From an optimization exercise on the open Yosys and OpenROAD flow, aimed at small area, a short achievable clock period and few clock cycles; shortcuts taken in it are not production practice. Where RTL was checked, it was by simulation tests only, not by an equivalence proof against the original.

==> inputs of trial 79 <==
Design MulDivUnit, start of the top module:
module MulDivUnit (
    input logic clk,
    input logic rst,
    input logic stall,
    input logic [DATA_WIDTH-1:0] dataInA,
    input logic [DATA_WIDTH-1:0] dataInB,
    input logic mulGetUpper,
    input logic [1:0] mulCode,
    input logic [1:0] divCode,
    input logic divReset,
    input logic divResetFromCI_Stage,
    input logic divReq,
    input logic divAcquire,
    input logic divRelease,
    output logic [DATA_WIDTH-1:0] mulDataOut,
    output logic [DATA_WIDTH-1:0] divDataOut,
    output logic divFinished,
    output logic divBusy,
    output logic divReserved,
    output logic divFree
);
clock: 10.0 ns
lec_check: 0
abc_area: 1
cap_margin: 20
core_margin: 2
core_utilization: 40
setup_slack_margin: 4.8
slew_margin: 20
tns_end_percent: 20
run.sh (not shown) runs the stock make flow with config.mk's settings and CLKGATE_MAP_FILE= SYNTH_SCRIPT=/design/flow/synth_recipe.tcl, a recipe that flattens the netlist after the stock synthesis.
==> trial 95: changes against trial 79 <==
CORE_UTILIZATION = 50   (was 40)
SETUP_SLACK_MARGIN = 5.0   (was 4.8)
TNS_END_PERCENT = 5   (was 20)
==> summary.txt <==
Between trial 79 and trial 95, the lower fmax is in trial 79 (gap about 0.7%, measured against trial 95).
Of trial 79 and trial 95, trial 79 has the higher sequential share of layout area (gap 0.16 points).
Critical path depth is the same in trial 95 and trial 79.
In synthesized area, trial 95 and trial 79 do not differ.
Die area: trial 95 is smaller than trial 79 (20%).
Of trial 95 and trial 79, trial 79 has the higher first-iteration DRC count (gap 2.3%, measured against trial 79).
Against trial 95, the clock skew of trial 79 is lower by 0.00089 ns.
Testbench counts of trial 79, summed over its fixed seeds: cycles 9,452.
Testbench counts of trial 95, summed over its fixed seeds: cycles 9,452.

==> inputs of build 80 <==
Another version of the RTL of MulDivUnit (not shown whole).
// MulDivUnit
module MulDivUnit (
    input logic clk,
    input logic rst,
    input logic stall,
    input logic [DATA_WIDTH-1:0] dataInA,
    input logic [DATA_WIDTH-1:0] dataInB,
    input logic mulGetUpper,
    input logic [1:0] mulCode,
    input logic [1:0] divCode,
    input logic divReset,
    input logic divResetFromCI_Stage,
    input logic divReq,
    input logic divAcquire,
    input logic divRelease,
    output logic [DATA_WIDTH-1:0] mulDataOut,
    output logic [DATA_WIDTH-1:0] divDataOut,
    output logic divFinished,
    output logic divBusy,
    output logic divReserved,
    output logic divFree
);
clock: 10.0 ns
lec_check: 0
abc_area: 1
cap_margin: 20
core_margin: 2
core_utilization: 40
setup_slack_margin: 4.8
slew_margin: 20
tns_end_percent: 100
==> build 26 (differences from build 80) <==
--- a/flow/design.v
+++ b/flow/design.v
@@ -9,11 +9,13 @@
 )(
     input  logic [WIDTH-1:0] a,
     input  logic [WIDTH-1:0] b,
     input  logic cin,
     output logic [WIDTH-1:0] sum,
-    output logic cout
+    output logic cout,
+    output logic gAll,       
+    output logic pAll        
 );
     localparam LEVELS = $clog2(WIDTH);
     logic [WIDTH-1:0] g [LEVELS+1];
     logic [WIDTH-1:0] p [LEVELS+1];
     logic [WIDTH:0] c;
@@ -32,10 +34,12 @@
         end
     end
     assign c = {g[LEVELS] | (p[LEVELS] & {WIDTH{cin}}), cin};
     assign sum = p[0] ^ c[WIDTH-1:0];
     assign cout = c[WIDTH];
+    assign gAll = g[LEVELS][WIDTH-1];
+    assign pAll = p[LEVELS][WIDTH-1];
 endmodule : PrefixAdder
 package OpFormatTypes;
 typedef enum logic [1:0]     
 {
     AC_MUL    = 2'b00,     
@@ -51,15 +55,16 @@
     AC_REMU   = 2'b11      
 } IntDIV_Code;
 endpackage
 module BoothDaddaMul33 (
     input  logic [32:0] x,    
-    input  logic [32:0] y,    
+    input  logic [16:0] neg,   
+    input  logic [16:0] one,   
+    input  logic [16:0] two,   
     output logic [63:0] s,
     output logic [63:0] c
 );
-    logic [16:0] neg, one, two;
     logic [33:0] pp0;
     logic [33:0] pp1;
     logic [33:0] pp2;
     logic [33:0] pp3;
     logic [33:0] pp4;
@@ -73,21 +78,12 @@
     logic [33:0] pp12;
     logic [33:0] pp13;
     logic [33:0] pp14;
     logic [33:0] pp15;
     logic [33:0] pp16;
-    logic [34:0] yy;
     logic [34:0] xx;
-    assign yy = {y[32], y, 1'b0};    
     assign xx = {x[32], x, 1'b0};    
-    always_comb begin
-        for (int j = 0; j < 17; j++) begin
-            neg[j] = yy[2*j+2];
-            one[j] = yy[2*j+1] ^ yy[2*j];
-            two[j] = (yy[2*j+2] & ~yy[2*j+1] & ~yy[2*j]) | (~yy[2*j+2] & yy[2*j+1] & yy[2*j]);
-        end
-    end
     always_comb for (int k = 0; k <= 33; k++) pp0[k] = ((one[0] & xx[k+1]) | (two[0] & xx[k])) ^ neg[0];
     always_comb for (int k = 0; k <= 33; k++) pp1[k] = ((one[1] & xx[k+1]) | (two[1] & xx[k])) ^ neg[1];
     always_comb for (int k = 0; k <= 33; k++) pp2[k] = ((one[2] & xx[k+1]) | (two[2] & xx[k])) ^ neg[2];
     always_comb for (int k = 0; k <= 33; k++) pp3[k] = ((one[3] & xx[k+1]) | (two[3] & xx[k])) ^ neg[3];
     always_comb for (int k = 0; k <= 33; k++) pp4[k] = ((one[4] & xx[k+1]) | (two[4] & xx[k])) ^ neg[4];
@@ -1299,27 +1295,40 @@
     input logic getUpper,  
     input OpFormatTypes::IntMUL_Code mulCode,
     output BasicTypes::DataPath dataOut
 );
     localparam GROUPS = DATA_WIDTH / 4;
-    logic [DATA_WIDTH:0] exSrcA_Reg, exSrcB_Reg;
+    localparam DIGITS = (DATA_WIDTH + 2) / 2;
+    logic [DATA_WIDTH:0] exSrcA_Reg;
+    logic [DIGITS-1:0] boothNegReg, boothOneReg, boothTwoReg;
     logic getUpperReg;
     BasicTypes::DataPath sumReg, carryReg;
     logic [GROUPS-1:0] lowerGenReg, lowerPropReg;
     logic upperReg;
     logic signA, signB;
+    logic [DATA_WIDTH+2:0] exSrcB;     
+    logic [DIGITS-1:0] boothNeg, boothOne, boothTwo;
     logic [2*DATA_WIDTH-1:0] prodS, prodC;
     logic [DATA_WIDTH-1:0] lowG, lowP;
     logic [GROUPS-1:0] groupG, groupP;
     logic lowerCarry;
     always_comb begin
         signA = (mulCode != AC_MULHU);
         signB = (mulCode == AC_MUL) || (mulCode == AC_MULH);
+        exSrcB = {{2{signB & fuOpB_In[DATA_WIDTH-1]}}, fuOpB_In, 1'b0};
+        for (int j = 0; j < DIGITS; j++) begin
+            boothNeg[j] = exSrcB[2*j+2];
+            boothOne[j] = exSrcB[2*j+1] ^ exSrcB[2*j];
+            boothTwo[j] = (exSrcB[2*j+2] & ~exSrcB[2*j+1] & ~exSrcB[2*j]) |
+                          (~exSrcB[2*j+2] & exSrcB[2*j+1] & exSrcB[2*j]);
+        end
     end
     BoothDaddaMul33 mul (
         .x(exSrcA_Reg),
-        .y(exSrcB_Reg),
+        .neg(boothNegReg),
+        .one(boothOneReg),
+        .two(boothTwoReg),
         .s(prodS),
         .c(prodC)
     );
     always_comb begin
         lowG = prodS[DATA_WIDTH-1:0] & prodC[DATA_WIDTH-1:0];
@@ -1333,11 +1342,13 @@
         end
     end
     always_ff @(posedge clk) begin
         if (!stall) begin
             exSrcA_Reg <= {signA & fuOpA_In[DATA_WIDTH-1], fuOpA_In};
-            exSrcB_Reg <= {signB & fuOpB_In[DATA_WIDTH-1], fuOpB_In};
+            boothNegReg <= boothNeg;
+            boothOneReg <= boothOne;
+            boothTwoReg <= boothTwo;
             getUpperReg <= getUpper;
             upperReg <= getUpperReg;
             lowerGenReg <= groupG;
             lowerPropReg <= groupP;
             if (getUpperReg) begin
@@ -1368,11 +1379,13 @@
     PrefixAdder #(.WIDTH(DATA_WIDTH)) finalAdder (
         .a(sumReg),
         .b(carryReg),
         .cin(upperReg & lowerCarry),
         .sum(dataOut),
-        .cout()
+        .cout(),
+        .gAll(),
+        .pAll()
     );
 endmodule : PipelinedMultiplierUnit
 import BasicTypes::*;
 module QuickDivider(
     input logic clk,
@@ -1424,40 +1437,75 @@
     BasicTypes::DataPath diffBits;
     BasicTypes::DataPath leadA, leadB;
     logic [$clog2(DATA_WIDTH)-1:0] posA, posB;
     logic [SHIFT_WIDTH-2:0] halfShift;
     logic [DATA_WIDTH:0] shiftedD;         
-    logic [DATA_WIDTH:0] stepD;
+    logic [DATA_WIDTH:0] shiftedFine;
+    BasicTypes::DataPath alignedD;
     logic [DATA_WIDTH:0] diff1;
-    BasicTypes::DataPath diff2;
-    logic carry1, carry2;
-    logic ge1, ge2;
-    BasicTypes::DataPath r1, r2;
+    BasicTypes::DataPath diffA;
+    logic [DATA_WIDTH+2:0] diffB;
+    logic [DATA_WIDTH+2:0] csaX, csaY, csaZ, csaS, csaC;
+    logic carry1, carryA;
+    logic ge1, ge2, geB;
+    BasicTypes::DataPath r2;
     PrefixAdder #(.WIDTH(DATA_WIDTH+1)) sub1 (
         .a({1'b0, regR}),
-        .b(~stepD),
+        .b(~{alignedD, 1'b0}),
         .cin(1'b1),
         .sum(diff1),
-        .cout(carry1)
+        .cout(carry1),
+        .gAll(),
+        .pAll()
     );
-    PrefixAdder #(.WIDTH(DATA_WIDTH)) sub2 (
-        .a(r1),
-        .b(~{1'b0, regD[DATA_WIDTH-1:1]}),
+    PrefixAdder #(.WIDTH(DATA_WIDTH)) subA (
+        .a(regR),
+        .b(~alignedD),
+        .cin(1'b1),
+        .sum(diffA),
+        .cout(carryA),
+        .gAll(),
+        .pAll()
+    );
+    always_comb begin
+        csaX = {3'b0, regR};
+        csaY = ~{3'b0, alignedD};
+        csaZ = ~{2'b0, alignedD, 1'b0};
+        csaS = csaX ^ csaY ^ csaZ;
+        csaC = {(csaX[DATA_WIDTH+1:0] & csaY[DATA_WIDTH+1:0]) |
+                (csaX[DATA_WIDTH+1:0] & csaZ[DATA_WIDTH+1:0]) |
+                (csaY[DATA_WIDTH+1:0] & csaZ[DATA_WIDTH+1:0]), 1'b1};
+    end
+    PrefixAdder #(.WIDTH(DATA_WIDTH+3)) subB (
+        .a(csaS),
+        .b(csaC),
         .cin(1'b1),
-        .sum(diff2),
-        .cout(carry2)
+        .sum(diffB),
+        .cout(),
+        .gAll(),
+        .pAll()
+    );
+    logic cmpG, cmpP;
+    PrefixAdder #(.WIDTH(DATA_WIDTH)) cmp (
+        .a(onesA),
+        .b(~onesB),
+        .cin(1'b0),
+        .sum(),
+        .cout(),
+        .gAll(cmpG),
+        .pAll(cmpP)
     );
     always_comb begin
         signA = isSigned && dividend[DATA_WIDTH-1];
         signB = isSigned && divisor[DATA_WIDTH-1];
         onesA = signA ? ~dividend : dividend;
         onesB = signB ? ~divisor : divisor;
         absA = onesA + {{(DATA_WIDTH-1){1'b0}}, signA};
         absB = onesB + {{(DATA_WIDTH-1){1'b0}}, signB};
         divisorIsZero = (divisor == '0);
-        lessThan = (onesA < onesB);
-        lessEqual = (onesA <= onesB);
+        lessThan = !(cmpG || cmpP);
+        lessEqual = !cmpG;
         diffBits = onesA ^ onesB;
         nextTo = LowOnes(diffBits) && (diffBits != '0) &&
                  ((onesB & diffBits) == (diffBits & ~(diffBits >> 1)));
         if (signA == signB) begin
             dividendIsSmaller = lessThan;
@@ -1477,45 +1525,59 @@
         if (signB && LowOnes(onesB)) begin
             leadB = {leadB[DATA_WIDTH-2:0], onesB == '0};
         end
         posA = Encode(leadA);
         posB = Encode(leadB);
-        halfShift = {1'b0, posA[$clog2(DATA_WIDTH)-1:1]} - {1'b0, posB[$clog2(DATA_WIDTH)-1:1]} +
-                    {{($clog2(DATA_WIDTH)-1){1'b0}}, posA[0] && !posB[0]};
-        shiftedD = {1'b0, regD} << {regHalfShift, 1'b0};
-        stepD = regFirst ? shiftedD : {1'b0, regD};
-        ge1 = carry1;
-        r1 = ge1 ? diff1[DATA_WIDTH-1:0] : regR;
-        ge2 = carry2;
-        r2 = ge2 ? diff2 : r1;
+        halfShift = {1'b0, posA[$clog2(DATA_WIDTH)-1:1]} - {1'b0, posB[$clog2(DATA_WIDTH)-1:1]} -
+                    {{($clog2(DATA_WIDTH)-1){1'b0}}, !posA[0] && posB[0]};
+        shiftedFine = '0;
+        for (int v = 0; v < 4; v++) begin
+            if (regHalfShift[1:0] == v) begin
+                shiftedFine = shiftedFine | ({1'b0, regD} << (2*v));
+            end
+        end
+        shiftedD = '0;
+        for (int u = 0; u <= (DATA_WIDTH / 8); u++) begin
+            if (regHalfShift[SHIFT_WIDTH-2:2] == u) begin
+                shiftedD = shiftedD | (shiftedFine << (8*u));
+            end
+        end
+        alignedD = shiftedD[DATA_WIDTH-1:0];
+        ge1 = carry1;                        
+        geB = !diffB[DATA_WIDTH+2];          
+        ge2 = ge1 ? geB : carryA;
+        if (ge1) begin
+            r2 = geB ? diffB[DATA_WIDTH-1:0] : diff1[DATA_WIDTH-1:0];
+        end
+        else begin
+            r2 = carryA ? diffA : regR;
+        end
         doneNext = regFirst ? (regHalfShift == '0) : (regCount == 1);
         quotient = regQ;
         remainder = regR;
     end
     always_ff @(posedge clk) begin
         if (req) begin
             regR <= absA;
             regQ <= divisorIsZero ? '1 : '0;
+        end
+        else if (busy) begin
+            regR <= r2;
+            regQ <= {regQ[DATA_WIDTH-3:0], ge1, ge2};
+        end
+    end
+    always_ff @(posedge clk) begin
+        regFirst <= req;
+        if (req) begin
             regD <= absB;
             regHalfShift <= halfShift;
-            regFirst <= 1'b1;
         end
-        else if (busy) begin
-            regFirst <= 1'b0;
-            if (regFirst) begin
-                regR <= r1;
-                regQ <= {regQ[DATA_WIDTH-2:0], ge1};
-                regD <= shiftedD[DATA_WIDTH:1];
-                regCount <= regHalfShift;
-            end
-            else begin
-                regR <= r2;
-                regQ <= {regQ[DATA_WIDTH-3:0], ge1, ge2};
-                regD <= {2'b0, regD[DATA_WIDTH-1:2]};
-                regCount <= regCount - 1;
-            end
+        else begin
+            regD <= {2'b0, shiftedD[DATA_WIDTH-1:2]};
+            regHalfShift <= '0;
         end
+        regCount <= regFirst ? regHalfShift : regCount - 1;
     end
 endmodule : QuickDivider
 import BasicTypes::*;
 import OpFormatTypes::*;
 module DividerUnit (
- TNS_END_PERCENT: 100 -> 20
==> build 52 (differences from build 80) <==
--- a/flow/design.v
+++ b/flow/design.v
@@ -9,11 +9,13 @@
 )(
     input  logic [WIDTH-1:0] a,
     input  logic [WIDTH-1:0] b,
     input  logic cin,
     output logic [WIDTH-1:0] sum,
-    output logic cout
+    output logic cout,
+    output logic gAll,       
+    output logic pAll        
 );
     localparam LEVELS = $clog2(WIDTH);
     logic [WIDTH-1:0] g [LEVELS+1];
     logic [WIDTH-1:0] p [LEVELS+1];
     logic [WIDTH:0] c;
@@ -32,10 +34,12 @@
         end
     end
     assign c = {g[LEVELS] | (p[LEVELS] & {WIDTH{cin}}), cin};
     assign sum = p[0] ^ c[WIDTH-1:0];
     assign cout = c[WIDTH];
+    assign gAll = g[LEVELS][WIDTH-1];
+    assign pAll = p[LEVELS][WIDTH-1];
 endmodule : PrefixAdder
 package OpFormatTypes;
 typedef enum logic [1:0]     
 {
     AC_MUL    = 2'b00,     
@@ -1368,11 +1372,13 @@
     PrefixAdder #(.WIDTH(DATA_WIDTH)) finalAdder (
         .a(sumReg),
         .b(carryReg),
         .cin(upperReg & lowerCarry),
         .sum(dataOut),
-        .cout()
+        .cout(),
+        .gAll(),
+        .pAll()
     );
 endmodule : PipelinedMultiplierUnit
 import BasicTypes::*;
 module QuickDivider(
     input logic clk,
@@ -1424,10 +1430,11 @@
     BasicTypes::DataPath diffBits;
     BasicTypes::DataPath leadA, leadB;
     logic [$clog2(DATA_WIDTH)-1:0] posA, posB;
     logic [SHIFT_WIDTH-2:0] halfShift;
     logic [DATA_WIDTH:0] shiftedD;         
+    logic [DATA_WIDTH:0] shiftedFine;
     logic [DATA_WIDTH:0] stepD;
     logic [DATA_WIDTH:0] diff1;
     BasicTypes::DataPath diff2;
     logic carry1, carry2;
     logic ge1, ge2;
@@ -1435,29 +1442,43 @@
     PrefixAdder #(.WIDTH(DATA_WIDTH+1)) sub1 (
         .a({1'b0, regR}),
         .b(~stepD),
         .cin(1'b1),
         .sum(diff1),
-        .cout(carry1)
+        .cout(carry1),
+        .gAll(),
+        .pAll()
     );
     PrefixAdder #(.WIDTH(DATA_WIDTH)) sub2 (
         .a(r1),
-        .b(~{1'b0, regD[DATA_WIDTH-1:1]}),
+        .b(~shiftedD[DATA_WIDTH-1:0]),
         .cin(1'b1),
         .sum(diff2),
-        .cout(carry2)
+        .cout(carry2),
+        .gAll(),
+        .pAll()
+    );
+    logic cmpG, cmpP;
+    PrefixAdder #(.WIDTH(DATA_WIDTH)) cmp (
+        .a(onesA),
+        .b(~onesB),
+        .cin(1'b0),
+        .sum(),
+        .cout(),
+        .gAll(cmpG),
+        .pAll(cmpP)
     );
     always_comb begin
         signA = isSigned && dividend[DATA_WIDTH-1];
         signB = isSigned && divisor[DATA_WIDTH-1];
         onesA = signA ? ~dividend : dividend;
         onesB = signB ? ~divisor : divisor;
         absA = onesA + {{(DATA_WIDTH-1){1'b0}}, signA};
         absB = onesB + {{(DATA_WIDTH-1){1'b0}}, signB};
         divisorIsZero = (divisor == '0);
-        lessThan = (onesA < onesB);
-        lessEqual = (onesA <= onesB);
+        lessThan = !(cmpG || cmpP);
+        lessEqual = !cmpG;
         diffBits = onesA ^ onesB;
         nextTo = LowOnes(diffBits) && (diffBits != '0) &&
                  ((onesB & diffBits) == (diffBits & ~(diffBits >> 1)));
         if (signA == signB) begin
             dividendIsSmaller = lessThan;
@@ -1477,14 +1498,25 @@
         if (signB && LowOnes(onesB)) begin
             leadB = {leadB[DATA_WIDTH-2:0], onesB == '0};
         end
         posA = Encode(leadA);
         posB = Encode(leadB);
-        halfShift = {1'b0, posA[$clog2(DATA_WIDTH)-1:1]} - {1'b0, posB[$clog2(DATA_WIDTH)-1:1]} +
-                    {{($clog2(DATA_WIDTH)-1){1'b0}}, posA[0] && !posB[0]};
-        shiftedD = {1'b0, regD} << {regHalfShift, 1'b0};
-        stepD = regFirst ? shiftedD : {1'b0, regD};
+        halfShift = {1'b0, posA[$clog2(DATA_WIDTH)-1:1]} - {1'b0, posB[$clog2(DATA_WIDTH)-1:1]} -
+                    {{($clog2(DATA_WIDTH)-1){1'b0}}, !posA[0] && posB[0]};
+        shiftedFine = '0;
+        for (int v = 0; v < 4; v++) begin
+            if (regHalfShift[1:0] == v) begin
+                shiftedFine = shiftedFine | ({1'b0, regD} << (2*v));
+            end
+        end
+        shiftedD = '0;
+        for (int u = 0; u <= (DATA_WIDTH / 8); u++) begin
+            if (regHalfShift[SHIFT_WIDTH-2:2] == u) begin
+                shiftedD = shiftedD | (shiftedFine << (8*u));
+            end
+        end
+        stepD = {shiftedD[DATA_WIDTH-1:0], 1'b0};
         ge1 = carry1;
         r1 = ge1 ? diff1[DATA_WIDTH-1:0] : regR;
         ge2 = carry2;
         r2 = ge2 ? diff2 : r1;
         doneNext = regFirst ? (regHalfShift == '0) : (regCount == 1);
@@ -1499,22 +1531,15 @@
             regHalfShift <= halfShift;
             regFirst <= 1'b1;
         end
         else if (busy) begin
             regFirst <= 1'b0;
-            if (regFirst) begin
-                regR <= r1;
-                regQ <= {regQ[DATA_WIDTH-2:0], ge1};
-                regD <= shiftedD[DATA_WIDTH:1];
-                regCount <= regHalfShift;
-            end
-            else begin
-                regR <= r2;
-                regQ <= {regQ[DATA_WIDTH-3:0], ge1, ge2};
-                regD <= {2'b0, regD[DATA_WIDTH-1:2]};
-                regCount <= regCount - 1;
-            end
+            regHalfShift <= '0;
+            regR <= r2;
+            regQ <= {regQ[DATA_WIDTH-3:0], ge1, ge2};
+            regD <= {2'b0, shiftedD[DATA_WIDTH-1:2]};
+            regCount <= regFirst ? regHalfShift : regCount - 1;
         end
     end
 endmodule : QuickDivider
 import BasicTypes::*;
 import OpFormatTypes::*;
- SETUP_SLACK_MARGIN: 4.8 -> 4.3
==> qor summary <==
                                                                        build 80                 build 52                 build 26
Run status                                               complete, no violations  complete, no violations  complete, no violations
TritonRoute pass-1 iters                                                      10                        8                        7
Worst-case headroom to the max-slew limit                                  0.233                    0.198                    0.166
Warnings, synthesis                                                           14                       14                       17
Mean instance size in the synthesized netlist                           7.18 µm²                 7.60 µm²                 7.69 µm²
Number of buffers outside the clock class in the layout                      734                      517                      392
GRT met2 Usage                                                             0.553                    0.509                    0.481
Total number of sequential cells                                             258                      258                      275
GR Layer Usage met1                                                        0.434                    0.398                    0.387
Initial antenna violation count                                               15                        6                        5
Area post-placement                                                    52100 µm²                50200 µm²                52300 µm²
Number of diodes added for antenna fixing                                      7                        2                        1
Clock-cell share of area                                                  0.0189                   0.0212                   0.0220
Final period demand of the worst path                                    5.66 ns                  5.92 ns                  5.44 ns
Testbench counts of build 26, summed over its fixed seeds: cycles 9,452.
The RTL of build 80 and build 52 was laid out without a check of its function.

## afterwards: timing with drivers on the ports
The results above use ideal ports. As a check the final layouts listed here were re-extracted and re-timed, cells and wires unchanged. Step 1: set_driving_cell puts a clkbuf_16 on clk and a buf_2 on each other input, an assumption about the parent block. Step 2, shift: input delay + t, output delay - t, t = (earliest + latest rising clock arrival at the registers) / 2. This alone moves slack from input paths to output paths. a / b / c = ideal ports / drivers / drivers and shift; a / b = the first two.
| run | t, ns | setup slack, ns | worst setup path at the end | worst register clock-pin slew, ns |
|---|---|---|---|---|
| trial 79 | 0.669 | 4.571 / 4.561 / 3.986 | input to register | 0.07 / 0.07 |
| trial 95 | 0.677 | 4.611 / 4.611 / 4.184 | input to register | 0.07 / 0.07 |
| build 80 | 0.708 | 4.335 / 4.335 / 4.106 | input to register | 0.07 / 0.07 |
| build 26 | 0.675 | 4.564 / 4.514 / 3.926 | input to register | 0.08 / 0.08 |
| build 52 | 0.684 | 4.085 / 4.085 / 3.627 | input to register | 0.07 / 0.07 |
After both steps setup and hold are still met in every run listed. The setup slack of build 26, which loses most, moves by -0.050 ns with the drivers and by -0.638 ns with both steps.
